This design comes from an exercise in tuning for small area on the open sky130 flow, not from production work. RTL that was checked went through simulation tests only; none was proved equivalent to the original. The flow treats the clock pin as an ideal source, which a real chip does not have. Power is estimated from default activity; no workload was simulated.

==> flow/design.v (excerpt) <==
module ethernet_top
  (
    input        CLK,
    input        RST_N,
    output       M_CLK,
    input        M_DATA,
    output       M_LRSEL,
    output       ETH_MDC,
    output       ETH_RSTN,
    output       ETH_TXEN,
    output [1:0] ETH_TXD
   );
Size in the first run: about 1200 cells after synthesis, about 860 flip-flops, about 10 I/O pins, roughly 19000 um^2 of cells after synthesis.
clock: 10.0 ns
lec_check: 0
cap_margin: 20
core_margin: 2
core_utilization: 75
cts_buf_list: sky130_fd_sc_hd__clkbuf_8
cts_cluster_diameter: 60
cts_cluster_size: 18
slew_margin: 20
synth_memory_max_bits: 8192
standard.sh (not shown) runs the stock make flow with config.mk's settings and CLKGATE_MAP_FILE= SYNTH_SCRIPT=/design/flow/synth_recipe.tcl, a recipe that flattens the netlist after the stock synthesis.
==> flow/flow/run.sh <==
#!/bin/bash
# Standard ORFS layout (the standard.sh, standard synthesis unchanged) with these changes:
#  - port buffers are buf_1 cells;
#  - before clock tree synthesis, logic cells go back to drive strength 1 and are downsized
#    where slack allows (flow/pre_cts.tcl);
#  - clock tree synthesis without dummy loads: clusters of up to 20 flip-flops within 50 um,
#    each driven by a clkbuf_8, with clkbuf_4 cells above them.
# The full make output goes to standard.log here; ORFS keeps each step's log under orfs/logs.
set -euo pipefail
export CTS_ARGS="-sink_clustering_enable -repair_clock_nets -dont_use_dummy_load -sink_clustering_size 20 -sink_clustering_max_diameter 50 -buf_list sky130_fd_sc_hd__clkbuf_8 -sink_clustering_buffer sky130_fd_sc_hd__clkbuf_8 -tree_buf sky130_fd_sc_hd__clkbuf_4 -root_buf sky130_fd_sc_hd__clkbuf_4"
export BUFFER_PORTS_ARGS="-buffer_cell sky130_fd_sc_hd__buf_1"
export PRE_CTS_TCL="$PWD/flow/pre_cts.tcl"
bash standard.sh > standard.log 2>&1
==> flow/flow/pre_cts.tcl <==
# Before clock tree synthesis, with several ns of setup slack everywhere:
# logic cells that the mapper sized above drive strength 1 go back to their
# _1 variant (flip-flops, buffers and inverters are left alone), design rules
# are repaired, and cells are downsized further where slack allows.
set n_swapped 0
foreach inst [get_cells *] {
  set m [get_property $inst ref_name]
  if {[regexp {^sky130_fd_sc_hd__(\w+)_(2|4|6|8|12|16)$} $m -> fn sz]} {
    if {[regexp {^(clkbuf|buf|bufinv|inv|clkinv|clkinvlp|dfxtp|dfrtp|dfstp|edfxtp|dlygate|clkdlybuf|dly|conb|sdf|dfx|dfr|dfs|dfb|edf|dl)} $fn]} { continue }
    set target "sky130_fd_sc_hd__${fn}_1"
    if {[llength [get_lib_cells -quiet */$target]] == 0} { continue }
    replace_cell $inst $target
    incr n_swapped
  }
}
puts "pre_cts: $n_swapped cells set to drive strength 1"
estimate_parasitics -placement
repair_design
repair_timing -recover_power 100 -verbose
Next try:
--- a/flow/design.v
+++ b/flow/design.v
@@ -303,16 +303,16 @@
    reg [31:0] crc;
    reg [1:0]  nk;
    always @(*) begin
       case (p)
         4'b0000: nk = 2'd2;  4'b0001: nk = 2'd0;  4'b0011: nk = 2'd1;  4'b0010: nk = 2'd3;
         4'b0100: nk = 2'd2;  4'b0101: nk = 2'd0;  4'b0111: nk = 2'd1;  4'b0110: nk = 2'd2;
         4'b1100: nk = 2'd3;  4'b1101: nk = 2'd3;  4'b1111: nk = 2'd0; 4'b1110: nk = 2'd3;
         4'b1000: nk = 2'd3; 4'b1001: nk = 2'd2; 4'b1011: nk = 2'd2; default: nk = 2'd3;
       endcase
    end
    wire [1:0] txd = dat ? tap : fcs ? (crc[1:0] ^ nk) : rom;
    assign ETH_TXD = txd;
-   wire [1:0] fb = (fr && dat) ? (tap ^ crc[1:0]) : 2'b00;
+   wire [1:0] fb = dat ? (tap ^ crc[1:0]) : 2'b00;
    always @(posedge CLK)
      crc <= {2'b00, crc[31:2]} ^ ({32{fb[0]}} & 32'h76dc4190) ^ ({32{fb[1]}} & 32'hedb88320);
 endmodule
Result:
- area after synthesis barely changes
- clock power stays flat
- clock-buffer cell count shrinks by 1
- power hardly moves
- clock skew goes up by 0.029 ns
- worst setup slack is about the same
- via count went up slightly
- non-clock buffer count is higher by 1
- routed wire length rose by a little under a tenth
- global-route usage is higher by 1.4 points
- synthesized cell count is about the same
- utilization grows by 1.3 points
- maximum frequency stays flat
The RTL of the second run of this note was laid out without a check of its function.

[what the ideal ports hide]
In the flow no input, the clock included, has a driving cell. The finished layouts below were timed again as built, in two steps.
Step 1, drivers: a clkbuf_16 drives CLK and a buf_2 each remaining input, both assumed.
Step 2 adds t to the input delays and takes it off the output delays; t is the mean of the earliest and latest rising clock arrival at the registers after step 1. Input paths then give back, and output paths get back, about the clock's delay inside the block.
Slacks: ideal / step 1 / step 2; pairs: ideal / step 1.
run	t (ns)	setup WS [ns]	worst hold slack (ns)	worst register clock-pin slew, ns	pins driven straight from the clock port
the first run	0.752	4.706 / 4.661 / 5.413	0.268 / 0.268 / 0.268	0.11 / 0.11	1
the second run	0.739	4.709 / 4.667 / 5.405	0.279 / 0.279 / 0.279	0.11 / 0.11	1
After both steps setup and hold are still met in every run listed.
